Source: an optimization exercise on an open RTL-to-GDS flow (aim: small area). Production flows keep margins and buffers that such runs may drop. Function was checked by simulation only, so behaviour that the tests miss may differ from the original. Power and IR drop assume default switching activity.

## flow/standard.sh

```bash
#!/bin/bash
# synth_recipe.tcl (not shown) runs the flow's synth.tcl, then flattens the netlist and writes it again
# the make line also repeats each setting of config.mk as NAME=value (left out here)
make -C /OpenROAD-flow-scripts/flow DESIGN_CONFIG=/design/flow/config.mk WORK_HOME=/design/flow/orfs CLKGATE_MAP_FILE= SYNTH_SCRIPT=/design/flow/synth_recipe.tcl "${@:-finish}"
```

## flow/flow/dontuse.txt

```
-dont_use sky130_fd_sc_hd__lpflow_bleeder_1 -dont_use sky130_fd_sc_hd__lpflow_clkbufkapwr_1 -dont_use sky130_fd_sc_hd__lpflow_clkbufkapwr_16 -dont_use sky130_fd_sc_hd__lpflow_clkbufkapwr_2 -dont_use sky130_fd_sc_hd__lpflow_clkbufkapwr_4 -dont_use sky130_fd_sc_hd__lpflow_clkbufkapwr_8 -dont_use sky130_fd_sc_hd__lpflow_clkinvkapwr_1 -dont_use sky130_fd_sc_hd__lpflow_clkinvkapwr_16 -dont_use sky130_fd_sc_hd__lpflow_clkinvkapwr_2 -dont_use sky130_fd_sc_hd__lpflow_clkinvkapwr_4 -dont_use sky130_fd_sc_hd__lpflow_clkinvkapwr_8 -dont_use sky130_fd_sc_hd__lpflow_decapkapwr_12 -dont_use sky130_fd_sc_hd__lpflow_decapkapwr_3 -dont_use sky130_fd_sc_hd__lpflow_decapkapwr_4 -dont_use sky130_fd_sc_hd__lpflow_decapkapwr_6 -dont_use sky130_fd_sc_hd__lpflow_decapkapwr_8 -dont_use sky130_fd_sc_hd__lpflow_inputiso0n_1 -dont_use sky130_fd_sc_hd__lpflow_inputiso0p_1 -dont_use sky130_fd_sc_hd__lpflow_inputiso1n_1 -dont_use sky130_fd_sc_hd__lpflow_inputiso1p_1 -dont_use sky130_fd_sc_hd__lpflow_inputisolatch_1 -dont_use sky130_fd_sc_hd__lpflow_isobufsrc_1 -dont_use sky130_fd_sc_hd__lpflow_isobufsrc_16 -dont_use sky130_fd_sc_hd__lpflow_isobufsrc_2 -dont_use sky130_fd_sc_hd__lpflow_isobufsrc_4 -dont_use sky130_fd_sc_hd__lpflow_isobufsrc_8 -dont_use sky130_fd_sc_hd__lpflow_isobufsrckapwr_16 -dont_use sky130_fd_sc_hd__lpflow_lsbuf_lh_hl_isowell_tap_1 -dont_use sky130_fd_sc_hd__lpflow_lsbuf_lh_hl_isowell_tap_2 -dont_use sky130_fd_sc_hd__lpflow_lsbuf_lh_hl_isowell_tap_4 -dont_use sky130_fd_sc_hd__lpflow_lsbuf_lh_isowell_4 -dont_use sky130_fd_sc_hd__lpflow_lsbuf_lh_isowell_tap_1 -dont_use sky130_fd_sc_hd__lpflow_lsbuf_lh_isowell_tap_2 -dont_use sky130_fd_sc_hd__lpflow_lsbuf_lh_isowell_tap_4 -dont_use sky130_fd_sc_hd__probe_p_8 -dont_use sky130_fd_sc_hd__probec_p_8 
```

## flow/constraint.sdc

```tcl
create_clock -name core_clock -period 110.0 [get_ports {CLOCK}]
set_input_delay 22.0000 -clock core_clock [delete_from_list [all_inputs] [get_ports {CLOCK}]]
set_output_delay 22.0000 -clock core_clock [all_outputs]
set_load 0.01 [all_outputs]
```

## flow/design.v

```verilog
`timescale 1ns / 1ps
`timescale 1ns / 1ps
`timescale 1ns / 1ps
module create_frequency(input clock, input rst, input [18:0] limit, output tick);
reg [18:0] count;
reg phase;
wire wrap = (count >= limit);
assign tick = wrap && !phase;
always @(posedge clock) begin
    if (rst) begin
        count <= 0;
        phase <= 0;
    end
    else if (wrap) begin
        count <= 0;
        phase <= ~phase;
    end
    else
        count <= count + 1'b1;
end
endmodule
`timescale 1ns / 1ps
module set_frequency(input clk, input rst, input en_4hz, input [8:0] pre,
input [3:0] placeValue,
output reg [3:0] one, output reg [3:0] ten, output reg [3:0] hundred,
output reg [3:0] thousand, output reg [18:0] limit);
localparam [18:0] N = 19'd500000;
reg [13:0] f;             
reg [18:0] cand0, cand1, cand2, cand3;
reg [13:0] r;
wire onehot = (placeValue == 4'b0001) || (placeValue == 4'b0010) ||
              (placeValue == 4'b0100) || (placeValue == 4'b1000);
wire [1:0] pv = {placeValue[3] | placeValue[2], placeValue[3] | placeValue[1]};
wire [1:0] k = en_4hz ? pv : pre[6:5];
reg [3:0] digit;
reg wrap;
reg [13:0] delta;
always @(*) begin
    case (k)
        2'd0: begin digit = one;      wrap = (one == 4'd9);      delta = wrap ? -14'd9   : 14'd1;    end
        2'd1: begin digit = ten;      wrap = (ten == 4'd9);      delta = wrap ? -14'd90  : 14'd10;   end
        2'd2: begin digit = hundred;  wrap = (hundred == 4'd9);  delta = wrap ? -14'd900 : 14'd100;  end
        default: begin digit = thousand; wrap = (thousand == 4'd8); delta = wrap ? -14'd8000 : 14'd1000; end
    endcase
end
wire [13:0] fnext = f + delta;
wire [3:0] dnext = wrap ? 4'd0 : digit + 1'b1;
wire [13:0] d = {fnext[13:1], fnext[0] | (fnext == 14'd0)};
wire [4:0] s = pre[4:0];
wire active = (pre[8:7] == 2'b01) && (s <= 5'd18);
wire nbit = N[5'd18 - s];
wire [14:0] a = {(s == 5'd0) ? 14'd0 : r, nbit};
wire [15:0] diff = {1'b0, a} - {2'b00, d};
wire ge = !diff[15];
always @(posedge clk)
    r <= ge ? diff[13:0] : a[13:0];
wire [1:0] j = pre[6:5];
always @(posedge clk) begin
    cand0 <= {cand0[17:0], (active && j == 2'd0) ? ge : cand0[18]};
    cand1 <= {cand1[17:0], (active && j == 2'd1) ? ge : cand1[18]};
    cand2 <= {cand2[17:0], (active && j == 2'd2) ? ge : cand2[18]};
    cand3 <= {cand3[17:0], (active && j == 2'd3) ? ge : cand3[18]};
end
wire [18:0] q0 = {cand0[1:0], cand0[18:2]};
wire [18:0] q1 = {cand1[7:0], cand1[18:8]};
wire [18:0] q2 = {cand2[13:0], cand2[18:14]};
wire [18:0] q3 = {cand3[0], cand3[18:1]};
wire [3:0] pvh = placeValue & {4{en_4hz & onehot}};
wire [18:0] qsel = ({19{pvh[0]}} & q0) | ({19{pvh[1]}} & q1) | ({19{pvh[2]}} & q2) | ({19{pvh[3]}} & q3);
always @(posedge clk) begin
    if (rst) begin
        one <= 4'd0;
        ten <= 4'd0;
        hundred <= 4'd0;
        thousand <= 4'd1;
        f <= 14'd1000;
        limit <= 19'd500;
    end
    else begin
        if (|pvh) begin
            f <= fnext;
            limit <= qsel;
        end
        if (pvh[0]) one <= (one == 4'd9) ? 4'd0 : one + 1'b1;
        if (pvh[1]) ten <= (ten == 4'd9) ? 4'd0 : ten + 1'b1;
        if (pvh[2]) hundred <= (hundred == 4'd9) ? 4'd0 : hundred + 1'b1;
        if (pvh[3]) thousand <= (thousand == 4'd8) ? 4'd0 : thousand + 1'b1;
    end
end
endmodule
`timescale 1ns / 1ps
`timescale 1ns / 1ps
`timescale 1ns / 1ps
module create_pulse(input [6:0] step, input [1:0] sel,
input [5:0] maxi, input [5:0] mini, input high,
output [11:0] value);
wire [5:0] amp = maxi - mini;
wire [6:0] sine_v;
wire [5:0] saw_h;
wire [6:0] tri_h;
sine_tab t0(step, sine_v);
saw_step t1(amp, saw_h);
tri_step t2(amp, tri_h);
wire is_sine = (sel == 2'd0);
wire is_pulse = (sel == 2'd1);
wire is_tri = (sel == 2'd2);
wire down = (step >= 7'd50);
wire [6:0] step50 = down ? step - 7'd50 : step;
wire [6:0] x = is_sine ? sine_v : (is_tri ? tri_h : step);
wire [5:0] y = is_sine ? amp : (is_tri ? step50[5:0] : saw_h);
wire [11:0] p = is_pulse ? 12'd0 : x * y;
wire neg = is_pulse ? high : (is_tri & down);
wire [5:0] base = neg ? maxi : mini;
wire [11:0] b124 = {base, 7'd0} - {base, 2'd0};
assign value = neg ? b124 - p : b124 + p;
endmodule
`timescale 1ns / 1ps
module sine_tab(input [6:0] a, output reg [6:0] y);
always @(*) begin
    case (a)
        7'd0: y = 7'd62;
        7'd1: y = 7'd66;
        7'd2: y = 7'd70;
        7'd3: y = 7'd74;
        7'd4: y = 7'd77;
        7'd5: y = 7'd81;
        7'd6: y = 7'd85;
        7'd7: y = 7'd88;
        7'd8: y = 7'd92;
        7'd9: y = 7'd95;
        7'd10: y = 7'd98;
        7'd11: y = 7'd102;
        7'd12: y = 7'd104;
        7'd13: y = 7'd107;
        7'd14: y = 7'd110;
        7'd15: y = 7'd112;
        7'd16: y = 7'd114;
        7'd17: y = 7'd116;
        7'd18: y = 7'd118;
        7'd19: y = 7'd120;
        7'd20: y = 7'd121;
        7'd21: y = 7'd122;
        7'd22: y = 7'd123;
        7'd23: y = 7'd124;
        7'd24: y = 7'd124;
        7'd25: y = 7'd124;
        7'd26: y = 7'd124;
        7'd27: y = 7'd124;
        7'd28: y = 7'd123;
        7'd29: y = 7'd122;
        7'd30: y = 7'd121;
        7'd31: y = 7'd120;
        7'd32: y = 7'd118;
        7'd33: y = 7'd116;
        7'd34: y = 7'd114;
        7'd35: y = 7'd112;
        7'd36: y = 7'd110;
        7'd37: y = 7'd107;
        7'd38: y = 7'd104;
        7'd39: y = 7'd102;
        7'd40: y = 7'd98;
        7'd41: y = 7'd95;
        7'd42: y = 7'd92;
        7'd43: y = 7'd88;
        7'd44: y = 7'd85;
        7'd45: y = 7'd81;
        7'd46: y = 7'd77;
        7'd47: y = 7'd74;
        7'd48: y = 7'd70;
        7'd49: y = 7'd66;
        7'd50: y = 7'd62;
        7'd51: y = 7'd58;
        7'd52: y = 7'd54;
        7'd53: y = 7'd50;
        7'd54: y = 7'd47;
        7'd55: y = 7'd43;
        7'd56: y = 7'd39;
        7'd57: y = 7'd36;
        7'd58: y = 7'd32;
        7'd59: y = 7'd29;
        7'd60: y = 7'd26;
        7'd61: y = 7'd22;
        7'd62: y = 7'd20;
        7'd63: y = 7'd17;
        7'd64: y = 7'd14;
        7'd65: y = 7'd12;
        7'd66: y = 7'd10;
        7'd67: y = 7'd8;
        7'd68: y = 7'd6;
        7'd69: y = 7'd4;
        7'd70: y = 7'd3;
        7'd71: y = 7'd2;
        7'd72: y = 7'd1;
        7'd73: y = 7'd0;
        7'd74: y = 7'd0;
        7'd75: y = 7'd0;
        7'd76: y = 7'd0;
        7'd77: y = 7'd0;
        7'd78: y = 7'd1;
        7'd79: y = 7'd2;
        7'd80: y = 7'd3;
        7'd81: y = 7'd4;
        7'd82: y = 7'd6;
        7'd83: y = 7'd8;
        7'd84: y = 7'd10;
        7'd85: y = 7'd12;
        7'd86: y = 7'd14;
        7'd87: y = 7'd17;
        7'd88: y = 7'd20;
        7'd89: y = 7'd22;
        7'd90: y = 7'd26;
        7'd91: y = 7'd29;
        7'd92: y = 7'd32;
        7'd93: y = 7'd36;
        7'd94: y = 7'd39;
        7'd95: y = 7'd43;
        7'd96: y = 7'd47;
        7'd97: y = 7'd50;
        7'd98: y = 7'd54;
        7'd99: y = 7'd58;
        default: y = 7'd0;
    endcase
end
endmodule
`timescale 1ns / 1ps
module saw_step(input [5:0] a, output reg [5:0] y);
always @(*) begin
    case (a)
        6'd0: y = 6'd0;
        6'd1: y = 6'd1;
        6'd2: y = 6'd2;
        6'd3: y = 6'd3;
        6'd4: y = 6'd5;
        6'd5: y = 6'd6;
        6'd6: y = 6'd7;
        6'd7: y = 6'd8;
        6'd8: y = 6'd10;
        6'd9: y = 6'd11;
        6'd10: y = 6'd12;
        6'd11: y = 6'd13;
        6'd12: y = 6'd15;
        6'd13: y = 6'd16;
        6'd14: y = 6'd17;
        6'd15: y = 6'd18;
        6'd16: y = 6'd20;
        6'd17: y = 6'd21;
        6'd18: y = 6'd22;
        6'd19: y = 6'd23;
        6'd20: y = 6'd25;
        6'd21: y = 6'd26;
        6'd22: y = 6'd27;
        6'd23: y = 6'd28;
        6'd24: y = 6'd30;
        6'd25: y = 6'd31;
        6'd26: y = 6'd32;
        6'd27: y = 6'd33;
        6'd28: y = 6'd35;
        6'd29: y = 6'd36;
        6'd30: y = 6'd37;
        6'd31: y = 6'd38;
        6'd32: y = 6'd40;
        6'd33: y = 6'd41;
        default: y = 6'd0;
    endcase
end
endmodule
`timescale 1ns / 1ps
module tri_step(input [5:0] a, output reg [6:0] y);
always @(*) begin
    case (a)
        6'd0: y = 7'd0;
        6'd1: y = 7'd2;
        6'd2: y = 7'd5;
        6'd3: y = 7'd7;
        6'd4: y = 7'd10;
        6'd5: y = 7'd12;
        6'd6: y = 7'd15;
        6'd7: y = 7'd17;
        6'd8: y = 7'd20;
        6'd9: y = 7'd22;
        6'd10: y = 7'd25;
        6'd11: y = 7'd27;
        6'd12: y = 7'd30;
        6'd13: y = 7'd32;
        6'd14: y = 7'd35;
        6'd15: y = 7'd37;
        6'd16: y = 7'd40;
        6'd17: y = 7'd43;
        6'd18: y = 7'd45;
        6'd19: y = 7'd48;
        6'd20: y = 7'd50;
        6'd21: y = 7'd53;
        6'd22: y = 7'd55;
        6'd23: y = 7'd58;
        6'd24: y = 7'd60;
        6'd25: y = 7'd63;
        6'd26: y = 7'd65;
        6'd27: y = 7'd68;
        6'd28: y = 7'd70;
        6'd29: y = 7'd73;
        6'd30: y = 7'd75;
        6'd31: y = 7'd78;
        6'd32: y = 7'd80;
        6'd33: y = 7'd83;
        default: y = 7'd0;
    endcase
end
endmodule
`timescale 1ns / 1ps
`timescale 1ns / 1ps
module display_7segment(input [1:0] count, input [2:0] mode, input is_pulse,
input [5:0] maxi, input [5:0] mini, input [3:0] duty_ten, input [3:0] duty_one,
input [3:0] f_one, input [3:0] f_ten, input [3:0] f_hundred, input [3:0] f_thousand,
output [11:0] segSeven);
    localparam [4:0] S_U = 5'd16, S_A = 5'd17, S_H = 5'd18, S_L = 5'd19,
                     S_O = 5'd20, S_D = 5'd21, S_C = 5'd22, S_BAR = 5'd23;
    reg [5:0] v;
    reg [1:0] tens;
    reg [3:0] ones;
    always @(*) begin
        case (mode[1:0])
            2'b00: v = maxi - mini;
            2'b10: v = maxi;
            default: v = mini;
        endcase
        if (v >= 6'd30) tens = 2'd3;
        else if (v >= 6'd20) tens = 2'd2;
        else if (v >= 6'd10) tens = 2'd1;
        else tens = 2'd0;
        ones = v - tens * 4'd10;
    end
    reg [4:0] sym;
    reg dpo;
    reg [1:0] pos;
    always @(*) begin
        sym = S_BAR;
        dpo = 1'b1;
        pos = count;
        case (mode)
            3'b000, 3'b001, 3'b010, 3'b111:
                case (count)
                    2'd0: sym = S_U;
                    2'd1: sym = {1'b0, ones};
                    2'd2: begin sym = {3'b000, tens}; dpo = 1'b0; end
                    default: case (mode)
                        3'b000: sym = S_A;
                        3'b001: sym = S_L;
                        3'b010: sym = S_H;
                        default: sym = S_O;
                    endcase
                endcase
            3'b011:
                case (count)
                    2'd0: sym = {1'b0, f_one};
                    2'd1: sym = {1'b0, f_ten};
                    2'd2: sym = {1'b0, f_hundred};
                    default: sym = {1'b0, f_thousand};
                endcase
            3'b110:
                if (is_pulse)
                    case (count)
                        2'd0: sym = {1'b0, duty_one};
                        2'd1: sym = {1'b0, duty_ten};
                        2'd2: begin sym = S_D; pos = 2'd3; end
                        default: begin sym = S_C; pos = 2'd2; end
                    endcase
            default: ;
        endcase
    end
    reg [6:0] segs;
    always @(*) begin
        case (sym)
            5'd0: segs = 7'h40;
            5'd1: segs = 7'h79;
            5'd2: segs = 7'h24;
            5'd3: segs = 7'h30;
            5'd4: segs = 7'h19;
            5'd5: segs = 7'h12;
            5'd6: segs = 7'h02;
            5'd7: segs = 7'h78;
            5'd8: segs = 7'h00;
            5'd9: segs = 7'h18;
            S_U: segs = 7'h41;
            S_A: segs = 7'h08;
            S_H: segs = 7'h09;
            S_L: segs = 7'h47;
            S_O: segs = 7'h1C;
            S_D: segs = 7'h21;
            S_C: segs = 7'h27;
            default: segs = 7'h77;
        endcase
    end
    assign segSeven = {~(4'b0001 << pos), dpo, segs};
endmodule
`timescale 1ns / 1ps
`timescale 1ns / 1ps
module DA2RefComp(input clk,input rst,input en_clk,input en_pre,input dac_rst,
output D1,output D2,output CLK_OUT,output nSYNC,
input [11:0] DATA1,input [11:0] DATA2,input START,output DONE);
localparam [1:0] Idle = 2'd0, ShiftOut = 2'd1, SyncData = 2'd2;
reg [1:0] current_state;
reg [1:0] next_state;
reg [11:0] data1;
reg [11:0] data2;
reg clk_div;
reg [3:0] shiftCounter;
wire clk_div_rise = en_clk && !dac_rst && !clk_div;
wire load = clk_div_rise && (current_state == Idle);
wire preload = en_pre && !dac_rst && !clk_div && (current_state == Idle);
reg d2_last;
always @(posedge clk) begin
    if (rst || dac_rst)
        clk_div <= 1'b0;
    else if (en_clk)
        clk_div <= ~clk_div;
end
assign CLK_OUT = clk_div;
always @(posedge clk) begin
    if (rst) begin
        shiftCounter <= 4'd0;
        data1 <= 12'd0;
        data2 <= 12'd0;
    end
    else begin
        if (preload)
            data2 <= DATA2;
        if (clk_div_rise) begin
            if (current_state == Idle) begin
                shiftCounter <= 4'd0;
                data1 <= DATA1;
            end
            else if (current_state == ShiftOut)
                shiftCounter <= shiftCounter + 1'b1;
        end
    end
end
wire [15:0] word1 = {4'b0000, data1};
wire [15:0] word2 = {4'b0000, data2};
assign D1 = word1[~shiftCounter];
assign D2 = load ? d2_last : word2[~shiftCounter];
always @(posedge clk)
    d2_last <= D2;
always @(posedge clk) begin
    if (rst || dac_rst)
        current_state <= Idle;
    else if (clk_div_rise)
        current_state <= next_state;
end
assign DONE = (current_state == Idle);
assign nSYNC = (current_state != ShiftOut);
always @(*) begin
    next_state = current_state;
    case (current_state)
        Idle: if (START) next_state = ShiftOut;
        ShiftOut: if (shiftCounter == 4'hF) next_state = SyncData;
        SyncData: if (!START) next_state = Idle;
        default: next_state = Idle;
    endcase
end
endmodule
`timescale 1ns / 1ps
module myDAC(input CLOCK,input rst,input [3:0] frequencyPlaceValue,
input [3:0] dutycycle,
input minOrMax,input [2:0] mode,input [1:0] waveform,
input btnC,input btnD,input btnL,
input btnR,input btnU,
input load_B,
output [3:0] an, output dp, output [6:0] seg,
output [3:0] JA,output LED,output warning);
reg [8:0] pre;
always @(posedge CLOCK) begin
    if (rst) pre <= 9'd8;
    else pre <= pre + 1'b1;
end
wire HALF_TICK = (pre[1:0] == 2'b01);
wire TICK_4HZ = (pre == 9'd263);
wire [1:0] scan = pre[5:4];
reg [5:0] start_cnt;
reg START;
wire start_wrap = start_cnt[5] & start_cnt[4] & start_cnt[1];    
always @(posedge CLOCK) begin
    if (rst) begin
        start_cnt <= 6'd0;
        START <= 1'b0;
    end
    else if (start_wrap) begin
        start_cnt <= 6'd0;
        START <= ~START;
    end
    else
        start_cnt <= start_cnt + 1'b1;
end
reg [4:0] q1, q2;
always @(posedge CLOCK) begin
    if (rst) begin
        q1 <= 5'd0;
        q2 <= 5'd0;
    end
    else if (TICK_4HZ) begin
        q1 <= {btnC, btnD, btnL, btnR, btnU};
        q2 <= q1;
    end
end
wire [4:0] pulse = q1 & ~q2;
wire RESET = pulse[4];
wire PULSE_D = pulse[3];
wire PULSE_L = pulse[2];
wire PULSE_R = pulse[1];
wire PULSE_U = pulse[0];
wire [3:0] f_one, f_ten, f_hundred, f_thousand;
wire [18:0] limit_A;
set_frequency f1(CLOCK, rst, TICK_4HZ, pre, frequencyPlaceValue,
    f_one, f_ten, f_hundred, f_thousand, limit_A);
reg [3:0] duty_ten, duty_one;
wire [3:0] dsel = (dutycycle > 4'd9) ? 4'd0 : dutycycle;
always @(posedge CLOCK) begin
    if (rst) begin
        duty_ten <= 4'd5;
        duty_one <= 4'd0;
    end
    else if (TICK_4HZ && PULSE_R) begin
        if (duty_ten == dsel && duty_one != 4'd9)
            duty_one <= duty_one + 1'b1;
        else begin
            duty_ten <= dsel;
            duty_one <= 4'd0;
        end
    end
end
reg [5:0] maxi, mini;
wire [5:0] span = maxi - mini;
wire wide = (span >= 6'd2);
always @(posedge CLOCK) begin
    if (rst) begin
        maxi <= 6'd33;
        mini <= 6'd0;
    end
    else if (TICK_4HZ) begin
        if (!minOrMax) begin
            if (PULSE_U && !PULSE_D) begin
                if (wide) mini <= mini + 1'b1;
            end
            else if (!PULSE_U && PULSE_D) begin
                if (mini != 6'd0) mini <= mini - 1'b1;
            end
        end
        else begin
            if (PULSE_U && !PULSE_D) begin
                if (maxi != 6'd33) maxi <= maxi + 1'b1;
            end
            else if (!PULSE_U && PULSE_D) begin
                if (wide) maxi <= maxi - 1'b1;
            end
        end
    end
end
reg [5:0] maxi_B, mini_B;
reg [3:0] dutyB_ten, dutyB_one;
reg [3:0] fB_one, fB_ten, fB_hundred, fB_thousand;
reg [18:0] limit_B;
reg [1:0] wave_B;
always @(posedge CLOCK) begin
    if (rst) begin
        maxi_B <= 6'd33;
        mini_B <= 6'd0;
        dutyB_ten <= 4'd5;
        dutyB_one <= 4'd0;
        fB_one <= 4'd0;
        fB_ten <= 4'd0;
        fB_hundred <= 4'd0;
        fB_thousand <= 4'd1;
        limit_B <= 19'd500;
        wave_B <= 2'd0;
    end
    else if (TICK_4HZ && load_B && PULSE_L) begin
        maxi_B <= maxi;
        mini_B <= mini;
        dutyB_ten <= duty_ten;
        dutyB_one <= duty_one;
        fB_one <= f_one;
        fB_ten <= f_ten;
        fB_hundred <= f_hundred;
        fB_thousand <= f_thousand;
        limit_B <= limit_A;
        wave_B <= waveform;
    end
end
wire tick_A, tick_B;
create_frequency cA(CLOCK, rst, limit_A, tick_A);
create_frequency cB(CLOCK, rst, limit_B, tick_B);
reg [6:0] step_A, step_B;
reg [5:0] smax_A, smin_A, smax_B, smin_B;
reg high_A, high_B;
wire [6:0] nstep_A = (step_A == 7'd99) ? 7'd0 : step_A + 1'b1;
always @(posedge CLOCK) begin
    if (rst) begin
        step_A <= 7'd99;
        smax_A <= 6'd0;
        smin_A <= 6'd0;
        high_A <= 1'b0;
    end
    else if (tick_A) begin
        step_A <= nstep_A;
        smax_A <= maxi;
        smin_A <= mini;
        high_A <= (nstep_A < {duty_ten, 3'b000} + {duty_ten, 1'b0} + duty_one);
    end
end
wire [6:0] nstep_B = !tick_B ? step_B : ((step_B == 7'd99) ? 7'd0 : step_B + 1'b1);
wire [5:0] nsmax_B = tick_B ? maxi_B : smax_B;
wire [5:0] nsmin_B = tick_B ? mini_B : smin_B;
wire nhigh_B = tick_B ? (nstep_B < {dutyB_ten, 3'b000} + {dutyB_ten, 1'b0} + dutyB_one) : high_B;
always @(posedge CLOCK) begin
    if (rst) begin
        step_B <= 7'd99;
        smax_B <= 6'd0;
        smin_B <= 6'd0;
        high_B <= 1'b0;
    end
    else begin
        step_B <= nstep_B;
        smax_B <= nsmax_B;
        smin_B <= nsmin_B;
        high_B <= nhigh_B;
    end
end
wire use_A = HALF_TICK;
wire [11:0] wave_value;
create_pulse w(use_A ? step_A : nstep_B, use_A ? waveform : wave_B,
    use_A ? smax_A : nsmax_B, use_A ? smin_A : nsmin_B,
    use_A ? high_A : nhigh_B, wave_value);
wire [11:0] segSeven;
display_7segment s4(scan, mode, load_B ? (wave_B == 2'd1) : (waveform == 2'd1),
    load_B ? maxi_B : maxi, load_B ? mini_B : mini,
    load_B ? dutyB_ten : duty_ten, load_B ? dutyB_one : duty_one,
    load_B ? fB_one : f_one, load_B ? fB_ten : f_ten,
    load_B ? fB_hundred : f_hundred, load_B ? fB_thousand : f_thousand,
    segSeven);
assign an = segSeven[11:8];
assign dp = segSeven[7];
assign seg = segSeven[6:0];
assign warning = load_B;
DA2RefComp MY_BASIC_DAC (
 .clk(CLOCK),
 .rst(rst),
 .en_clk(HALF_TICK),
 .en_pre(pre[1:0] == 2'b00),
 .START(START),
 .dac_rst(RESET),
 .D1(JA[1]),
 .D2(JA[2]),
 .CLK_OUT(JA[3]),
 .nSYNC(JA[0]),
 .DATA1(wave_value),
 .DATA2(wave_value),
 .DONE(LED)
);
endmodule
```

## flow/flow/reopt.tcl

```tcl
# Re-map the combinational logic of the standard synthesis netlist for area.
# Flip-flops stay as they are (same instances, names and cell types).
yosys -import
set lib $::env(LIB)
set dont [exec cat $::env(DONTUSE)]
read_liberty -wb -ignore_miss_func $lib
blackbox =sky130_fd_sc_hd__df* =sky130_fd_sc_hd__edf* =sky130_fd_sc_hd__sdf* =sky130_fd_sc_hd__sedf* =sky130_fd_sc_hd__dl*
read_verilog $::env(IN_V)
hierarchy -top $::env(TOP)
flatten -wb
opt -purge
eval abc -liberty $lib $dont -script $::env(ABC_SCRIPT)
opt_clean -purge
hilomap -singleton -hicell sky130_fd_sc_hd__conb_1 HI -locell sky130_fd_sc_hd__conb_1 LO
insbuf -buf sky130_fd_sc_hd__buf_4 A X
splitnets
opt_clean -purge
tee -o $::env(OUTDIR)/reopt_stat.txt stat -liberty $lib
write_verilog -noattr -nohex -nodec $::env(OUT_V)
```

## flow/flow/area.abc

```
strash
&get -n
&deepsyn -T 240
&put
strash
&get -n
&dch -f
&nf -R 1000
&put
```

## flow/flow/run.sh

```bash
#!/bin/bash
# Standard synthesis, then the combinational logic is re-mapped for area
# with a stronger ABC script (flip-flops untouched), then the standard
# layout from that netlist.
set -euo pipefail
W=$PWD
R=$W/orfs/results/$FLOW_PLATFORM/myDAC/base
bash standard.sh synth > $W/synth_standard.log 2>&1
cp $R/1_2_yosys.v $W/standard_1_2_yosys.v
LIB=$FLOW_HOME/platforms/sky130hd/lib/sky130_fd_sc_hd__tt_025C_1v80.lib \
DONTUSE=$W/flow/dontuse.txt IN_V=$W/standard_1_2_yosys.v TOP=$FLOW_TOP OUTDIR=$W \
OUT_V=$W/reopt_1_2_yosys.v ABC_SCRIPT=$W/flow/area.abc \
  yosys -c $W/flow/reopt.tcl > $W/reopt.log 2>&1
cp $W/reopt_1_2_yosys.v $R/1_2_yosys.v
rm -f $R/1_synth.odb
bash standard.sh finish "BUFFER_PORTS_ARGS=-buffer_cell sky130_fd_sc_hd__buf_1" > $W/layout_standard.log 2>&1
```

## flow/config.mk

```make
export PLATFORM = sky130hd
export DESIGN_NAME = myDAC
export DESIGN_NICKNAME = myDAC
export VERILOG_FILES = /design/flow/design.v
export SDC_FILE = /design/flow/constraint.sdc
export NUM_CORES = 4
export LEC_CHECK = 0
export ABC_AREA = 1
export CAP_MARGIN = 20
export CORE_MARGIN = 2
export CORE_UTILIZATION = 55
export CTS_CLUSTER_DIAMETER = 500
export CTS_CLUSTER_SIZE = 25
export SLEW_MARGIN = 20
```

==> impl_metrics.env, run 1 <==
export IMPL_status="no timing/DRC/antenna violations"
export IMPL_die_h_um=185
export IMPL_timing_final_hold_violations=0
export IMPL_finalSetupViolCount=0
export IMPL_slowest_delay_ns=0.67
export IMPL_arrival_ns=26.69
export IMPL_cts_tree="built"
export IMPL_finClkSkew_ns=0.0240
export IMPL_max_cap_viol_count=0
export IMPL_p_sw_share_pct=31.8
export IMPL_drt_iter0_markers=1304
export IMPL_drv_slew=0
export IMPL_routedWlPerCell_um=18.0
export IMPL_r2r_cells=50
export IMPL_drive_gt1_share_pct=2.88
export IMPL_clk_pin_slew_ns=0.10
export IMPL_drc=0
export IMPL_crit_fanout=35
export IMPL_final_antenna_net_count=0
export IMPL_vias=16308
export IMPL_ios=40
export IMPL_min_delay_start="f1.cand0[16]"
export IMPL_cts_root_buffer="clkbuf_16"
export IMPL_cpMaxStageDelayCell="clkbuf_2"
export IMPL_rsz0062_at_grt="no"
export IMPL_io_buffers=39
export IMPL_core_mm2=0.0324
export IMPL_path_cells="clkbuf_2 -> mux2i_1 -> nor2b_1 -> o21ai_0 -> nand2_1 -> o21ai_0 -> nand2_1 -> nand2_1 -> nand2_1 -> nand3_1 -> nand2_1 -> a211oi_1 -> clkinv_1 -> a21oi_1 -> xor2_1 -> nor2_1 -> o21ai_0 -> nor2_1 -> nor2_1 -> o211a_1 -> a211o_1 -> buf_1"
export IMPL_place_ws_ns=61.34
export IMPL_p_clk_share_pct=25.1
export IMPL_ys_warn_count=8
export IMPL_post_cts_setup_buffers=0
export IMPL_worstSetupPathType="in2out"
export IMPL_rrSetupSlack_ns=96.98
export IMPL_grt_pass1_wl_mm=77.9
export IMPL_synth_area_mm2=0.0179
export IMPL_cts_inserted_buffers=18
export IMPL_avgSynthCellArea_um2=8.27
export IMPL_hold_path_depth=0
export IMPL_startpoint_type="primary input"
export IMPL_grt_start_max_net_pins=52
export IMPL_slew_headroom_pct=26.6
export IMPL_final_cells=2697
export IMPL_netSwitchingPower_uw=92.7
export IMPL_rows=66
export IMPL_reg2reg_from="pre[5]"
export IMPL_power_uw=292
export IMPL_nets=2277
export IMPL_avgViaCountPerCell=6.05
export IMPL_finalWorstSetupSlack_ns=61.31
export IMPL_hold_path_end="f1.cand0[17]"
export IMPL_hp_class="reg2reg"
export IMPL_syn_num_nets=2192
export IMPL_dpl_hpwl_mm=35.8
export IMPL_max_freq_ghz=0.0205
export IMPL_htree_levels=1
export IMPL_clock_path_buffers=3
export IMPL_powerDensity_mw_per_mm2=15.0
export IMPL_critPathMostFrequentCell="nand2_1"
export IMPL_leakage_nw=7.13
export IMPL_peakVddDrop_uv=16.5
export IMPL_drt_first_pass_iters=6
export IMPL_clock_sinks=354
export IMPL_min_period_over_period_pct=44.3
export IMPL_die_w_um=185
export IMPL_cp_required_ns=88.00
export IMPL_ctsHoldBuffers=0
export IMPL_antennaDiodeCount=0
export IMPL_crit_path_end_kind="output pin"
export IMPL_gp_congestion=0.908
export IMPL_synthToLayoutAreaGrowth_pct=8.19
export IMPL_syn_inst=2170
export IMPL_power_frac_seq_pct=46.6
export IMPL_grt_overflow=0
export IMPL_internal_power_uw=199
export IMPL_drt_wl_total_mm=48.5
export IMPL_worst_pin_slew_ns=1.10
export IMPL_worstSkewPairLatency_ns=0.53
export IMPL_reg2reg_to="f1.r[0]"
export IMPL_die_area_mm2=0.0341
export IMPL_grt_pass1_vias=15030
export IMPL_grt_usage_pct=28.0
export IMPL_dp_cells=2676
export IMPL_setup_tns_ns=0
export IMPL_start_util_pct=55.4
export IMPL_fin_crit_ns=48.69
export IMPL_antenna_found_initial=0
export IMPL_comb_power_share_pct=28.3
export IMPL_postCtsResizedCells=0
-- flip-flops by register name, indices dropped and copies added (netlist names), 7 cells and up --
name	flops
MY_BASIC_DAC.data2	12
f1.cand3	19
f1.cand1	19
MY_BASIC_DAC.data1	12
cB.count	19
f1.cand2	19
f1.cand0	19
limit_B	19
f1.r	14
f1.f	14
step_A	7
step_B	7
f1.limit	19
cA.count	19
pre	9
-- worst max-delay path: cells and delay by family --
| kind | cells | cell delay (ns) |
|---|---|---|
| multiplexers | 1 | 0.35 |
| AND/OR/NAND/NOR | 10 | 1.30 |
| AO/OA/AOI/OAI | 7 | 1.90 |
| XOR/XNOR | 1 | 0.10 |
| buffers and inverters | 3 | 0.99 |
-- power groups by stage --
stage | Clock, mW | Sequential [mW] | Combinational (mW)
final | 0.0732 | 0.136 | 0.0824
after global routing | 0.0793 | 0.137 | 0.0927
after CTS | 0.0743 | 0.136 | 0.0820
after detailed placement | 0 | 0.139 | 0.0815
after global placement | 0 | 0.139 | 0.0798
after floorplan | 0 | 0.138 | 0.0655
-- through the flow --
stage                     instance area (um^2)  hold slack (ns)  utilization (%)
final                                    19400            0.347             60.0
after global routing                     19400            0.352             60.0
after CTS                                19400            0.345             59.9
after detailed placement                 18900            0.335             58.3
after global placement                   18900            0.333             58.3
after floorplan                          17900            0.326                -
-- cell usage in the layout, fill, tap and decap left out, types with 27 or more instances in the layout --
master and instances:
a21oi_1 185, a22o_1 90, a22oi_1 30, and2_0 29, and3_1 43, buf_1 37, buf_4 27, clkinv_1 88
dfxtp_1 354, maj3_1 34, mux2i_1 29, nand2_1 210, nand2b_1 49, nand3_1 38, nor2_1 269, nor2b_1 37
nor3_1 66, o21ai_0 124, o22ai_1 42, xnor2_1 121, xor2_1 52
-- metal layers --
metal / vias up / GRT usage [%] / part of all wire [%]
met4: 0 / 6.57 / 1.8
met5: - / 0 / 0
met3: 51 / 2.37 / 4.0
met2: 395 / 49.8 / 49
met1: 7780 / 36.7 / 45
li1: 8082 / - / -
-- how the worst max path moves through the flow --
stage | start | to | slack [ns] | depth (start not counted)
6_report | load_B | seg[2] | 61.31 | 22
5_1_grt | load_B | seg[2] | 60.75 | 23
4_1_cts | load_B | seg[2] | 61.30 | 22
3_5_place_dp | load_B | seg[2] | 61.34 | 22
3_3_place_gp | load_B | seg[2] | 61.44 | 22
2_1_floorplan | load_B | seg[2] | 62.84 | 21
-- cell type report --
class                           count  area, um^2
Inverter                           88         330
Multi-Input combinational cell   1726       10600
Fill cell                        2992       13000
Tap cell                          442         553
Clock buffer                       19         475
Sequential cell                   354        7090
Clock inverter                      1        30.0
Timing Repair Buffer               67         379
==> run 2: changes to the inputs <==
--- a/flow/design.v
+++ b/flow/design.v
@@ -38,8 +38,8 @@
 always @(*) begin
     case (k)
-        2'd0: begin digit = one;      wrap = (one == 4'd9);      delta = wrap ? -14'd9   : 14'd1;    end
-        2'd1: begin digit = ten;      wrap = (ten == 4'd9);      delta = wrap ? -14'd90  : 14'd10;   end
-        2'd2: begin digit = hundred;  wrap = (hundred == 4'd9);  delta = wrap ? -14'd900 : 14'd100;  end
-        default: begin digit = thousand; wrap = (thousand == 4'd8); delta = wrap ? -14'd8000 : 14'd1000; end
+        2'd0: begin digit = one;      wrap = (one[3] & one[0]);      delta = wrap ? -14'd9   : 14'd1;    end
+        2'd1: begin digit = ten;      wrap = (ten[3] & ten[0]);      delta = wrap ? -14'd90  : 14'd10;   end
+        2'd2: begin digit = hundred;  wrap = (hundred[3] & hundred[0]);  delta = wrap ? -14'd900 : 14'd100;  end
+        default: begin digit = thousand; wrap = thousand[3]; delta = wrap ? -14'd8000 : 14'd1000; end
     endcase
 end
@@ -82,8 +82,8 @@
             limit <= qsel;
         end
-        if (pvh[0]) one <= (one == 4'd9) ? 4'd0 : one + 1'b1;
-        if (pvh[1]) ten <= (ten == 4'd9) ? 4'd0 : ten + 1'b1;
-        if (pvh[2]) hundred <= (hundred == 4'd9) ? 4'd0 : hundred + 1'b1;
-        if (pvh[3]) thousand <= (thousand == 4'd8) ? 4'd0 : thousand + 1'b1;
+        if (pvh[0]) one <= (one[3] & one[0]) ? 4'd0 : one + 1'b1;
+        if (pvh[1]) ten <= (ten[3] & ten[0]) ? 4'd0 : ten + 1'b1;
+        if (pvh[2]) hundred <= (hundred[3] & hundred[0]) ? 4'd0 : hundred + 1'b1;
+        if (pvh[3]) thousand <= thousand[3] ? 4'd0 : thousand + 1'b1;
     end
 end
@@ -96,8 +96,7 @@
 output [11:0] value);
 wire [5:0] amp = maxi - mini;
-wire [6:0] sine_v;
+wire [5:0] sine_q;
 wire [5:0] saw_h;
 wire [6:0] tri_h;
-sine_tab t0(step, sine_v);
 saw_step t1(amp, saw_h);
 tri_step t2(amp, tri_h);
@@ -107,4 +106,6 @@
 wire down = (step >= 7'd50);
 wire [6:0] step50 = down ? step - 7'd50 : step;
+sine_tab t0(step50[5:0], sine_q);
+wire [6:0] sine_v = down ? 7'd62 - sine_q : 7'd62 + sine_q;
 wire [6:0] x = is_sine ? sine_v : (is_tri ? tri_h : step);
 wire [5:0] y = is_sine ? amp : (is_tri ? step50[5:0] : saw_h);
@@ -116,108 +117,58 @@
 endmodule
 `timescale 1ns / 1ps
-module sine_tab(input [6:0] a, output reg [6:0] y);
+module sine_tab(input [5:0] a, output reg [5:0] y);
 always @(*) begin
     case (a)
-        7'd0: y = 7'd62;
-        7'd1: y = 7'd66;
-        7'd2: y = 7'd70;
-        7'd3: y = 7'd74;
-        7'd4: y = 7'd77;
-        7'd5: y = 7'd81;
-        7'd6: y = 7'd85;
-        7'd7: y = 7'd88;
-        7'd8: y = 7'd92;
-        7'd9: y = 7'd95;
-        7'd10: y = 7'd98;
-        7'd11: y = 7'd102;
-        7'd12: y = 7'd104;
-        7'd13: y = 7'd107;
-        7'd14: y = 7'd110;
-        7'd15: y = 7'd112;
-        7'd16: y = 7'd114;
-        7'd17: y = 7'd116;
-        7'd18: y = 7'd118;
-        7'd19: y = 7'd120;
-        7'd20: y = 7'd121;
-        7'd21: y = 7'd122;
-        7'd22: y = 7'd123;
-        7'd23: y = 7'd124;
-        7'd24: y = 7'd124;
-        7'd25: y = 7'd124;
-        7'd26: y = 7'd124;
-        7'd27: y = 7'd124;
-        7'd28: y = 7'd123;
-        7'd29: y = 7'd122;
-        7'd30: y = 7'd121;
-        7'd31: y = 7'd120;
-        7'd32: y = 7'd118;
-        7'd33: y = 7'd116;
-        7'd34: y = 7'd114;
-        7'd35: y = 7'd112;
-        7'd36: y = 7'd110;
-        7'd37: y = 7'd107;
-        7'd38: y = 7'd104;
-        7'd39: y = 7'd102;
-        7'd40: y = 7'd98;
-        7'd41: y = 7'd95;
-        7'd42: y = 7'd92;
-        7'd43: y = 7'd88;
-        7'd44: y = 7'd85;
-        7'd45: y = 7'd81;
-        7'd46: y = 7'd77;
-        7'd47: y = 7'd74;
-        7'd48: y = 7'd70;
-        7'd49: y = 7'd66;
-        7'd50: y = 7'd62;
-        7'd51: y = 7'd58;
-        7'd52: y = 7'd54;
-        7'd53: y = 7'd50;
-        7'd54: y = 7'd47;
-        7'd55: y = 7'd43;
-        7'd56: y = 7'd39;
-        7'd57: y = 7'd36;
-        7'd58: y = 7'd32;
-        7'd59: y = 7'd29;
-        7'd60: y = 7'd26;
-        7'd61: y = 7'd22;
-        7'd62: y = 7'd20;
-        7'd63: y = 7'd17;
-        7'd64: y = 7'd14;
-        7'd65: y = 7'd12;
-        7'd66: y = 7'd10;
-        7'd67: y = 7'd8;
-        7'd68: y = 7'd6;
-        7'd69: y = 7'd4;
-        7'd70: y = 7'd3;
-        7'd71: y = 7'd2;
-        7'd72: y = 7'd1;
-        7'd73: y = 7'd0;
-        7'd74: y = 7'd0;
-        7'd75: y = 7'd0;
-        7'd76: y = 7'd0;
-        7'd77: y = 7'd0;
-        7'd78: y = 7'd1;
-        7'd79: y = 7'd2;
-        7'd80: y = 7'd3;
-        7'd81: y = 7'd4;
-        7'd82: y = 7'd6;
-        7'd83: y = 7'd8;
-        7'd84: y = 7'd10;
-        7'd85: y = 7'd12;
-        7'd86: y = 7'd14;
-        7'd87: y = 7'd17;
-        7'd88: y = 7'd20;
-        7'd89: y = 7'd22;
-        7'd90: y = 7'd26;
-        7'd91: y = 7'd29;
-        7'd92: y = 7'd32;
-        7'd93: y = 7'd36;
-        7'd94: y = 7'd39;
-        7'd95: y = 7'd43;
-        7'd96: y = 7'd47;
-        7'd97: y = 7'd50;
-        7'd98: y = 7'd54;
-        7'd99: y = 7'd58;
-        default: y = 7'd0;
+        6'd0: y = 6'd0;
+        6'd1: y = 6'd4;
+        6'd2: y = 6'd8;
+        6'd3: y = 6'd12;
+        6'd4: y = 6'd15;
+        6'd5: y = 6'd19;
+        6'd6: y = 6'd23;
+        6'd7: y = 6'd26;
+        6'd8: y = 6'd30;
+        6'd9: y = 6'd33;
+        6'd10: y = 6'd36;
+        6'd11: y = 6'd40;
+        6'd12: y = 6'd42;
+        6'd13: y = 6'd45;
+        6'd14: y = 6'd48;
+        6'd15: y = 6'd50;
+        6'd16: y = 6'd52;
+        6'd17: y = 6'd54;
+        6'd18: y = 6'd56;
+        6'd19: y = 6'd58;
+        6'd20: y = 6'd59;
+        6'd21: y = 6'd60;
+        6'd22: y = 6'd61;
+        6'd23: y = 6'd62;
+        6'd24: y = 6'd62;
+        6'd25: y = 6'd62;
+        6'd26: y = 6'd62;
+        6'd27: y = 6'd62;
+        6'd28: y = 6'd61;
+        6'd29: y = 6'd60;
+        6'd30: y = 6'd59;
+        6'd31: y = 6'd58;
+        6'd32: y = 6'd56;
+        6'd33: y = 6'd54;
+        6'd34: y = 6'd52;
+        6'd35: y = 6'd50;
+        6'd36: y = 6'd48;
+        6'd37: y = 6'd45;
+        6'd38: y = 6'd42;
+        6'd39: y = 6'd40;
+        6'd40: y = 6'd36;
+        6'd41: y = 6'd33;
+        6'd42: y = 6'd30;
+        6'd43: y = 6'd26;
+        6'd44: y = 6'd23;
+        6'd45: y = 6'd19;
+        6'd46: y = 6'd15;
+        6'd47: y = 6'd12;
+        6'd48: y = 6'd8;
+        6'd49: y = 6'd4;
+        default: y = 6'd0;
     endcase
 end
@@ -520,5 +471,5 @@
     end
     else if (TICK_4HZ && PULSE_R) begin
-        if (duty_ten == dsel && duty_one != 4'd9)
+        if (duty_ten == dsel && !(duty_one[3] & duty_one[0]))
             duty_one <= duty_one + 1'b1;
         else begin
@@ -530,5 +481,5 @@
 reg [5:0] maxi, mini;
 wire [5:0] span = maxi - mini;
-wire wide = (span >= 6'd2);
+wire wide = (span[5:1] != 5'd0);
 always @(posedge CLOCK) begin
     if (rst) begin
@@ -547,5 +498,5 @@
         else begin
             if (PULSE_U && !PULSE_D) begin
-                if (maxi != 6'd33) maxi <= maxi + 1'b1;
+                if (!(maxi[5] & maxi[0])) maxi <= maxi + 1'b1;
             end
             else if (!PULSE_U && PULSE_D) begin
@@ -592,5 +543,5 @@
 reg [5:0] smax_A, smin_A, smax_B, smin_B;
 reg high_A, high_B;
-wire [6:0] nstep_A = (step_A == 7'd99) ? 7'd0 : step_A + 1'b1;
+wire [6:0] nstep_A = (step_A[6] & step_A[5] & step_A[1] & step_A[0]) ? 7'd0 : step_A + 1'b1;
 always @(posedge CLOCK) begin
     if (rst) begin
@@ -607,5 +558,5 @@
     end
 end
-wire [6:0] nstep_B = !tick_B ? step_B : ((step_B == 7'd99) ? 7'd0 : step_B + 1'b1);
+wire [6:0] nstep_B = !tick_B ? step_B : ((step_B[6] & step_B[5] & step_B[1] & step_B[0]) ? 7'd0 : step_B + 1'b1);
 wire [5:0] nsmax_B = tick_B ? maxi_B : smax_B;
 wire [5:0] nsmin_B = tick_B ? mini_B : smin_B;
==> flow/flow/area.abc (replaced) <==
strash
&get -n
&fraig -x
&put
scorr
dc2
dretime
strash
&get -n
&dch -f
&nf -R 1000
&put
--- a/flow/config.mk
+++ b/flow/config.mk
@@ -10,5 +10,6 @@
 export CORE_MARGIN = 2
 export CORE_UTILIZATION = 55
-export CTS_CLUSTER_DIAMETER = 500
-export CTS_CLUSTER_SIZE = 25
+export CTS_BUF_LIST = sky130_fd_sc_hd__clkbuf_8
+export CTS_CLUSTER_DIAMETER = 100
+export CTS_CLUSTER_SIZE = 18
 export SLEW_MARGIN = 20
==> impl_metrics.env, run 2 <==
export IMPL_status="no timing/DRC/antenna violations"
export IMPL_comb_power_share_pct=41.6
export IMPL_hold_path_depth=0
export IMPL_peakVddDrop_uv=22.0
export IMPL_antennaDiodeCount=0
export IMPL_rrSetupSlack_ns=97.38
export IMPL_worst_pin_slew_ns=1.04
export IMPL_cts_root_buffer="clkbuf_8"
export IMPL_holdWs_ns=0.346
export IMPL_core_mm2=0.0333
export IMPL_ctsHoldBuffers=0
export IMPL_mostFrequentLayoutCells="dfxtp_1 (354), nor2_1 (300), nand2_1 (238), a21oi_1 (189), xnor2_1 (157)"
export IMPL_setup_tns_ns=0
export IMPL_finalSetupViolCount=0
export IMPL_drt_wl_total_mm=46.4
export IMPL_clock_path_buffers=3
export IMPL_cts_tree="built"
export IMPL_startpoint_type="primary input"
export IMPL_drt_first_pass_iters=7
export IMPL_p_clk_share_pct=18.2
export IMPL_r2r_cells=42
export IMPL_fin_crit_ns=49.53
export IMPL_synthToLayoutAreaGrowth_pct=7.17
export IMPL_die_h_um=187
export IMPL_reg2reg_to="f1.r[12]"
export IMPL_place_ws_ns=60.59
export IMPL_dp_cells=2769
export IMPL_syn_num_nets=2286
export IMPL_gp_congestion=0.883
export IMPL_arrival_ns=27.53
export IMPL_post_cts_setup_buffers=0
export IMPL_dpl_hpwl_mm=33.7
export IMPL_syn_inst=2264
export IMPL_max_cap_viol_count=0
export IMPL_nets=2371
export IMPL_worstSetupPathType="in2out"
export IMPL_power_frac_seq_pct=40.2
export IMPL_min_delay_start="f1.cand3[6]"
export IMPL_grt_usage_pct=26.0
export IMPL_multiInputGateArea_mm2=0.0111
export IMPL_rsz0062_at_grt="no"
export IMPL_vias=16289
export IMPL_finClkSkew_ns=0.0614
export IMPL_avgViaCountPerCell=5.82
export IMPL_cts_inserted_buffers=24
export IMPL_grt_pass1_wl_mm=75.9
export IMPL_final_antenna_net_count=0
export IMPL_reg2reg_from="pre[5]"
export IMPL_die_w_um=187
export IMPL_hold_path_end="f1.cand3[7]"
export IMPL_routedWlPerCell_um=16.6
export IMPL_finalWorstSetupSlack_ns=60.47
export IMPL_min_period_over_period_pct=45.0
export IMPL_grt_overflow=0
export IMPL_layout_commonest_cell="dfxtp_1"
export IMPL_powerDensity_mw_per_mm2=17.3
export IMPL_worstSkewPairLatency_ns=0.63
export IMPL_die_area_mm2=0.0351
export IMPL_crit_fanout=37
export IMPL_drive_gt1_share_pct=2.89
export IMPL_timing_final_hold_violations=0
export IMPL_n_fill_cell=3188
export IMPL_grt_start_max_net_pins=96
export IMPL_drc=0
export IMPL_max_freq_ghz=0.0202
export IMPL_slew_headroom_pct=29.8
export IMPL_grt_pass1_vias=15231
export IMPL_ys_warn_count=8
export IMPL_postCtsResizedCells=0
export IMPL_leakage_nw=7.14
export IMPL_crit_path_end_kind="output pin"
export IMPL_ios=40
export IMPL_seq_area_mm2=0.00709
export IMPL_clk_pin_slew_ns=0.12
export IMPL_rows=67
export IMPL_start_util_pct=55.5
export IMPL_clock_sinks=354
export IMPL_avgSynthCellArea_um2=8.16
export IMPL_io_buffers=39
export IMPL_p_sw_share_pct=37.9
export IMPL_final_cells=2798
export IMPL_drv_slew=0
export IMPL_cp_required_ns=88.00
export IMPL_hp_class="reg2reg"
export IMPL_htree_levels=1
export IMPL_synth_area_mm2=0.0185
export IMPL_internal_power_uw=212
export IMPL_netSwitchingPower_uw=129
export IMPL_antenna_found_initial=0
export IMPL_drt_iter0_markers=1049
run 2: worst max path at each step:
| stage | start | to | slack, ns |
|---|---|---|---|
| floorplan | load_B | seg[5] | 62.01 |
| detailed placement | load_B | seg[5] | 60.59 |
| CTS | load_B | seg[5] | 60.54 |
| global placement | load_B | seg[5] | 60.68 |
| global route | load_B | seg[2] | 59.85 |
| finish | load_B | seg[5] | 60.47 |
run 2: worst max-delay path, stage by stage:
cell and delay, ns:
clkbuf_2 0.69, mux2i_1 0.31, clkinv_1 0.09, nor2_1 0.19, clkinv_1 0.10, maj3_1 0.39
a21oi_1 0.25, maj3_1 0.27, xnor2_1 0.13, nand2b_1 0.08, o211ai_1 0.15, nor4_1 0.10
a211oi_1 0.29, a21boi_0 0.54, xor2_1 0.19, nand2_1 0.07, nand2_1 0.09, nand2_1 0.05
o32ai_1 0.41, clkinv_1 0.28, nand2_1 0.18, nor2_1 0.05, nor2_1 0.20, a31oi_1 0.07
a31oi_1 0.17, buf_1 0.18
run 2: cell type report:
type,count,area share [%]
Inverter,82,1.55
Multi-Input combinational cell,1826,56.2
Timing Repair Buffer,61,1.75
Clock buffer,24,1.67
Tap cell,448,2.83
Sequential cell,354,35.8
Clock inverter,3,0.221
run 2: through the flow:
stage	instance area (um^2)	util, %	total power [mW]
floorplan	18500	-	0.251
global placement	19400	58.3	0.278
detailed placement	19400	58.3	0.282
CTS	19800	59.4	0.344
global route	19800	59.5	0.366
finish	19800	59.5	0.342
run 2: layer usage:
layer	wire length, um	part of all wire [%]	track usage, %
met1	20900	45	33.0
met2	22800	49	46.8
met3	1520	3.3	2.44
met4	1200	2.6	7.78
met5	0	0	0
run 2: power groups by stage:
stage | registers [mW] | clock network (mW) | logic, mW
2_1_floorplan | 0.139 | 0 | 0.112
3_3_place_gp | 0.140 | 0 | 0.138
3_5_place_dp | 0.140 | 0 | 0.142
4_1_cts | 0.137 | 0.0643 | 0.143
5_1_grt | 0.138 | 0.0686 | 0.160
6_report | 0.137 | 0.0622 | 0.142
==> run 3: changes to the inputs <==
--- a/flow/config.mk
+++ b/flow/config.mk
@@ -11,5 +11,5 @@
 export CORE_UTILIZATION = 55
 export CTS_BUF_LIST = sky130_fd_sc_hd__clkbuf_8
-export CTS_CLUSTER_DIAMETER = 100
-export CTS_CLUSTER_SIZE = 18
+export CTS_CLUSTER_DIAMETER = 500
+export CTS_CLUSTER_SIZE = 14
 export SLEW_MARGIN = 20
==> impl_metrics.env, run 3 <==
export IMPL_clock_path_buffers=3
export IMPL_grt_usage_pct=26.0
export IMPL_worstSetupPathType="in2out"
export IMPL_post_cts_setup_buffers=0
export IMPL_clk_pin_slew_ns=0.09
export IMPL_start_util_pct=55.5
export IMPL_max_freq_ghz=0.0202
export IMPL_cts_tree="built"
export IMPL_startpoint_type="primary input"
export IMPL_antennaDiodeCount=0
export IMPL_die_w_um=187
export IMPL_postCtsResizedCells=0
export IMPL_status="no timing/DRC/antenna violations"
export IMPL_reg2reg_from="pre[5]"
export IMPL_powerDensity_mw_per_mm2=17.4
export IMPL_grt_pass1_vias=15285
export IMPL_p_sw_share_pct=37.5
export IMPL_final_cells=2802
export IMPL_drc=0
export IMPL_grt_pass1_wl_mm=76.0
export IMPL_drt_iter0_markers=906
export IMPL_drive_gt1_share_pct=3.06
export IMPL_drv_slew=0
export IMPL_syn_inst=2264
export IMPL_power_frac_seq_pct=39.8
export IMPL_crit_path_end_kind="output pin"
export IMPL_rsz0062_at_grt="no"
export IMPL_ctsHoldBuffers=0
export IMPL_dpl_cell_area_mm2=0.0194
export IMPL_grt_overflow=0
export IMPL_r2r_cells=43
export IMPL_synthToLayoutAreaGrowth_pct=7.43
export IMPL_rrSetupSlack_ns=97.36
export IMPL_worst_pin_slew_ns=1.06
export IMPL_design_area_mm2=0.0199
export IMPL_finalSetupViolCount=0
export IMPL_critPathMostFrequentCell="nand2_1"
export IMPL_drt_wl_total_mm=46.5
export IMPL_die_area_mm2=0.0351
export IMPL_clock_sinks=354
export IMPL_setup_tns_ns=0
export IMPL_drt_first_pass_iters=8
export IMPL_mostFrequentLayoutCells="dfxtp_1 (354), nor2_1 (300), nand2_1 (238), a21oi_1 (189), xnor2_1 (157)"
export IMPL_hold_path_end="f1.cand1[10]"
export IMPL_netSwitchingPower_uw=130
export IMPL_avgViaCountPerCell=5.84
export IMPL_routedWlPerCell_um=16.6
export IMPL_syn_num_nets=2286
export IMPL_crit_fanout=37
export IMPL_synth_area_mm2=0.0185
export IMPL_p_clk_share_pct=19.1
export IMPL_comb_power_share_pct=41.1
export IMPL_internal_power_uw=216
export IMPL_slew_headroom_pct=29.6
export IMPL_worstSkewPairLatency_ns=0.63
export IMPL_die_h_um=187
export IMPL_min_period_over_period_pct=45.0
export IMPL_layout_commonest_cell="dfxtp_1"
export IMPL_finClkSkew_ns=0.0287
export IMPL_cts_root_buffer="clkbuf_8"
export IMPL_rows=67
export IMPL_core_mm2=0.0333
export IMPL_reg2reg_to="f1.r[0]"
export IMPL_final_antenna_net_count=0
export IMPL_cp_required_ns=88.00
export IMPL_dp_cells=2769
export IMPL_min_delay_start="f1.cand1[9]"
export IMPL_slowest_delay_ns=0.68
export IMPL_n_fill_cell=3177
export IMPL_hold_path_depth=0
export IMPL_max_cap_viol_count=0
export IMPL_io_buffers=39
export IMPL_nets=2376
export IMPL_avgSynthCellArea_um2=8.16
export IMPL_gp_congestion=0.883
export IMPL_timing_final_hold_violations=0
export IMPL_ios=40
export IMPL_leakage_nw=7.16
export IMPL_grt_start_max_net_pins=96
export IMPL_dpl_hpwl_mm=33.7
export IMPL_htree_levels=1
export IMPL_cts_inserted_buffers=29
export IMPL_hp_class="reg2reg"
export IMPL_arrival_ns=27.51
export IMPL_peakVddDrop_uv=21.9
export IMPL_ys_warn_count=8
export IMPL_vias=16360
export IMPL_antenna_found_initial=0
export IMPL_fin_util_pct=59.7
export IMPL_fin_crit_ns=49.51
export IMPL_cpMaxStageDelayCell="clkbuf_2"
## run 3: cell types whose count changed in the layout (fill, tap and decap cells not counted)
| cell | before | now |
|---|---|---|
| clkbuf_8 | 24 | 29 |
| inv_12 | 1 | 0 |
| clkinv_8 | 1 | 0 |
| inv_8 | 1 | 2 |
## run 3: through the flow
step / hold slack, ns / power (mW) / setup WS (ns)
6_report: 0.347 / 0.345 / 60.49
5_1_grt: 0.351 / 0.370 / 59.85
4_1_cts: 0.350 / 0.348 / 60.54
3_5_place_dp: 0.338 / 0.282 / 60.59
3_3_place_gp: 0.332 / 0.278 / 60.68
2_1_floorplan: 0.330 / 0.251 / 62.01
## run 3: worst max-delay path: cells and delay by family
family / cells / cell delay (ns)
mux: 1 / 0.31
xor+xnor: 2 / 0.32
fa+ha+maj: 2 / 0.66
compound gates: 7 / 1.85
buf+inv: 5 / 1.33
simple gates: 9 / 1.00
## run 3: final cells by class
type,instances,area [um^2],area share [%]
Multi-Input combinational cell,1826,11100,56.1
Inverter,82,308,1.55
Clock buffer,29,399,2.01
Tap cell,448,561,2.82
Clock inverter,2,22.5,0.113
Sequential cell,354,7090,35.7
Timing Repair Buffer,61,347,1.75
## run 3: worst max-delay path by stage
stage | startpoint | slack (ns) | cells past startpoint | endpoint
6_report | load_B | 60.49 | 26 | seg[5]
3_3_place_gp | load_B | 60.68 | 26 | seg[5]
2_1_floorplan | load_B | 62.01 | 24 | seg[5]
4_1_cts | load_B | 60.54 | 26 | seg[5]
5_1_grt | load_B | 59.85 | 26 | seg[2]
3_5_place_dp | load_B | 60.59 | 26 | seg[5]
## run 3: layer usage
layer | vias to the layer above | wire (um) | track usage [%]
met4 | 0 | 1360 | 8.06
met5 | - | 0 | 0
met3 | 77 | 1420 | 2.53
met1 | 7739 | 20900 | 32.9
met2 | 279 | 22800 | 46.5
li1 | 8265 | - | -
## run 3: power groups by stage
stage | sequential (mW) | combinational (mW) | clock (mW)
after global routing | 0.138 | 0.160 | 0.0722
after CTS | 0.137 | 0.143 | 0.0681
after global placement | 0.140 | 0.138 | 0
after detailed placement | 0.140 | 0.142 | 0
final | 0.137 | 0.142 | 0.0659
after floorplan | 0.139 | 0.112 | 0
==> run 4: changes to the inputs <==
==> flow/flow/area.abc (replaced) <==
strash
&get -n
&deepsyn -T 240
&put
strash
&get -n
&dch -f
&nf -R 1000
&put
--- a/flow/config.mk
+++ b/flow/config.mk
@@ -10,6 +10,5 @@
 export CORE_MARGIN = 2
 export CORE_UTILIZATION = 55
-export CTS_BUF_LIST = sky130_fd_sc_hd__clkbuf_8
 export CTS_CLUSTER_DIAMETER = 500
-export CTS_CLUSTER_SIZE = 14
+export CTS_CLUSTER_SIZE = 25
 export SLEW_MARGIN = 20
==> impl_metrics.env, run 4 <==
export IMPL_status="no timing/DRC/antenna violations"
export IMPL_drt_iter0_markers=1031
export IMPL_gp_congestion=0.913
export IMPL_grt_pass1_vias=14822
export IMPL_peakVddDrop_uv=14.2
export IMPL_timing_final_hold_violations=0
export IMPL_avgViaCountPerCell=6.08
export IMPL_grt_start_max_net_pins=55
export IMPL_grt_usage_pct=27.1
export IMPL_power_uw=293
export IMPL_antenna_found_initial=1
export IMPL_reg2reg_from="cB.count[0]"
export IMPL_max_freq_ghz=0.0203
export IMPL_cts_inserted_buffers=18
export IMPL_layout_commonest_cell="dfxtp_1"
export IMPL_cts_tree="built"
export IMPL_dpl_hpwl_mm=34.2
export IMPL_post_cts_setup_buffers=0
export IMPL_crit_fanout=39
export IMPL_ctsHoldBuffers=0
export IMPL_n_fill_cell=2914
export IMPL_fin_crit_ns=49.23
export IMPL_min_delay_start="f1.cand1[3]"
export IMPL_clk_pin_slew_ns=0.10
export IMPL_cp_startpoint="load_B"
export IMPL_arrival_ns=27.23
export IMPL_startpoint_type="primary input"
export IMPL_drc=0
export IMPL_grt_pass1_wl_mm=75.1
export IMPL_postCtsResizedCells=0
export IMPL_synthToLayoutAreaGrowth_pct=7.67
export IMPL_rows=65
export IMPL_die_w_um=183
export IMPL_grt_overflow=0
export IMPL_rsz0062_at_grt="no"
export IMPL_max_cap_viol_count=0
export IMPL_avgSynthCellArea_um2=8.33
export IMPL_clock_path_buffers=3
export IMPL_syn_inst=2122
export IMPL_core_mm2=0.0316
export IMPL_start_util_pct=55.9
export IMPL_htree_levels=1
export IMPL_setup_tns_ns=0
export IMPL_clock_sinks=354
export IMPL_io_buffers=39
export IMPL_die_h_um=183
export IMPL_drv_slew=0
export IMPL_vias=15852
export IMPL_worst_pin_slew_ns=0.908
export IMPL_hp_class="reg2reg"
export IMPL_cts_root_buffer="clkbuf_16"
export IMPL_ys_warn_count=8
export IMPL_routedWlPerCell_um=17.6
export IMPL_mostFrequentLayoutCells="dfxtp_1 (354), nand2_1 (250), nor2_1 (231), o21ai_0 (128), a21oi_1 (127)"
export IMPL_die_area_mm2=0.0336
export IMPL_drive_gt1_share_pct=2.36
export IMPL_finClkSkew_ns=0.0394
export IMPL_crit_path_end_kind="output pin"
export IMPL_slew_headroom_pct=39.4
export IMPL_synth_area_mm2=0.0177
export IMPL_leakage_nw=7.05
export IMPL_powerDensity_mw_per_mm2=15.4
export IMPL_min_period_over_period_pct=44.8
export IMPL_ios=40
export IMPL_worstSkewPairLatency_ns=0.56
export IMPL_drt_first_pass_iters=6
export IMPL_finalSetupViolCount=0
export IMPL_syn_num_nets=2144
export IMPL_final_antenna_net_count=0
export IMPL_cp_required_ns=88.00
export IMPL_worstSetupPathType="in2out"
export IMPL_nets=2225
export IMPL_drt_wl_total_mm=46.0
-- run 4: cell types whose count changed in the layout (fill, tap and decap cells not counted), sizes merged, moves of 24 or more --
cell	change
a22oi	+34
xnor2	-37
o22ai	+29
a22o	+39
mux2i	-24
nor2	-70
a21oi	-64
o21ai	-27
-- run 4: per-stage QoR --
stage	hold slack [ns]	utilization, %	area, um^2	instances	worst slack, ns
after floorplan	0.326	-	17700	2122	62.45
after global placement	0.335	58.4	18500	2584	61.06
after detailed placement	0.334	58.4	18500	2584	60.90
after CTS	0.351	60.1	19000	2604	60.90
after global routing	0.357	60.1	19000	2606	60.29
final	0.346	60.1	19000	2607	60.77
-- run 4: metal layers --
layer / share of wire, % / GRT usage [%] / up-vias
met5: 0 / 0 / -
met3: 3.9 / 2.74 / 96
met1: 44 / 34.5 / 7536
li1: - / - / 7850
met4: 4.3 / 11.2 / 0
met2: 48 / 47.0 / 370
-- run 4: worst max-delay path: stages --
cell and delay (ns):
clkbuf_2 0.67, mux2i_1 0.30, nor2b_1 0.29, nor2_1 0.09
nor2b_1 0.17, a21o_1 0.13, nand2_1 0.09, nand2_1 0.07
nand2_1 0.08, nand2_1 0.07, nand2_1 0.05, o21ai_0 0.28
nand2_1 0.16, or2_0 0.29, a31oi_1 0.32, nor3_1 0.09
o32ai_1 0.73, clkinv_1 0.18, nor2_1 0.26, nor3_1 0.10
o32ai_1 0.44, nor3_1 0.17, buf_1 0.16
-- run 4: final cells by class --
| cell class | instances | area (um^2) | area share [%] |
|---|---|---|---|
| clock inverters | 2 | 60.1 | 0.316 |
| inverters | 88 | 330 | 1.74 |
| clock buffers | 18 | 450 | 2.37 |
| well taps | 402 | 503 | 2.64 |
| repair buffers | 63 | 329 | 1.73 |
| diodes | 2 | 5.00 | 0.0263 |
| multi-input cells | 1678 | 10300 | 53.9 |
| flip-flops and latches | 354 | 7090 | 37.2 |
-- run 4: final timing paths --
path                            slack [ns]                     end  cells past startpoint
worst min-delay path                  0.35             f1.cand1[4]                      0
worst max-delay path                 60.77                  seg[3]                     23
worst max register to register       95.92  MY_BASIC_DAC.data1[11]                     59
worst min register to register        0.35             f1.cand1[4]                      0
-- run 4: power by group --
| part | switching, mW | total (mW) | internal (mW) |
|---|---|---|---|
| Sequential | 0.00290 | 0.137 | 0.134 |
| Combinational | 0.0491 | 0.0831 | 0.0339 |
| Clock | 0.0425 | 0.0730 | 0.0306 |
| Total | 0.0945 | 0.293 | 0.198 |

==> separate check: timing with driven ports <==
No port has a modelled driver above. Below, the same layouts with a new extraction and two added sets of constraints.
Step 1: set_driving_cell puts a clkbuf_16 on CLOCK and a buf_2 on each other input, an assumption about the parent block.
Step 2 moves the port delays by t, midway between the first and last clock arrival at a register: inputs arrive t later, outputs are due t later. That takes back most of the time a late clock gives input paths.
Three values: no drivers, after step 1, after step 2; two values: the first two.
| run | shift t [ns] | slack for setup (ns) | worst setup path at the end |
|---|---|---|---|
| run 1 | 0.572 | 61.312 / 61.285 / 61.285 | input to output |
| run 2 | 0.656 | 60.470 / 60.449 / 60.449 | input to output |
| run 3 | 0.666 | 60.494 / 60.473 / 60.473 | input to output |
| run 4 | 0.590 | 60.774 / 60.754 / 60.754 | input to output |
After both steps setup and hold are still met in every run listed. For run 1, which loses most, drivers alone change the setup slack by -0.027 ns; drivers and shift together by -0.027 ns.
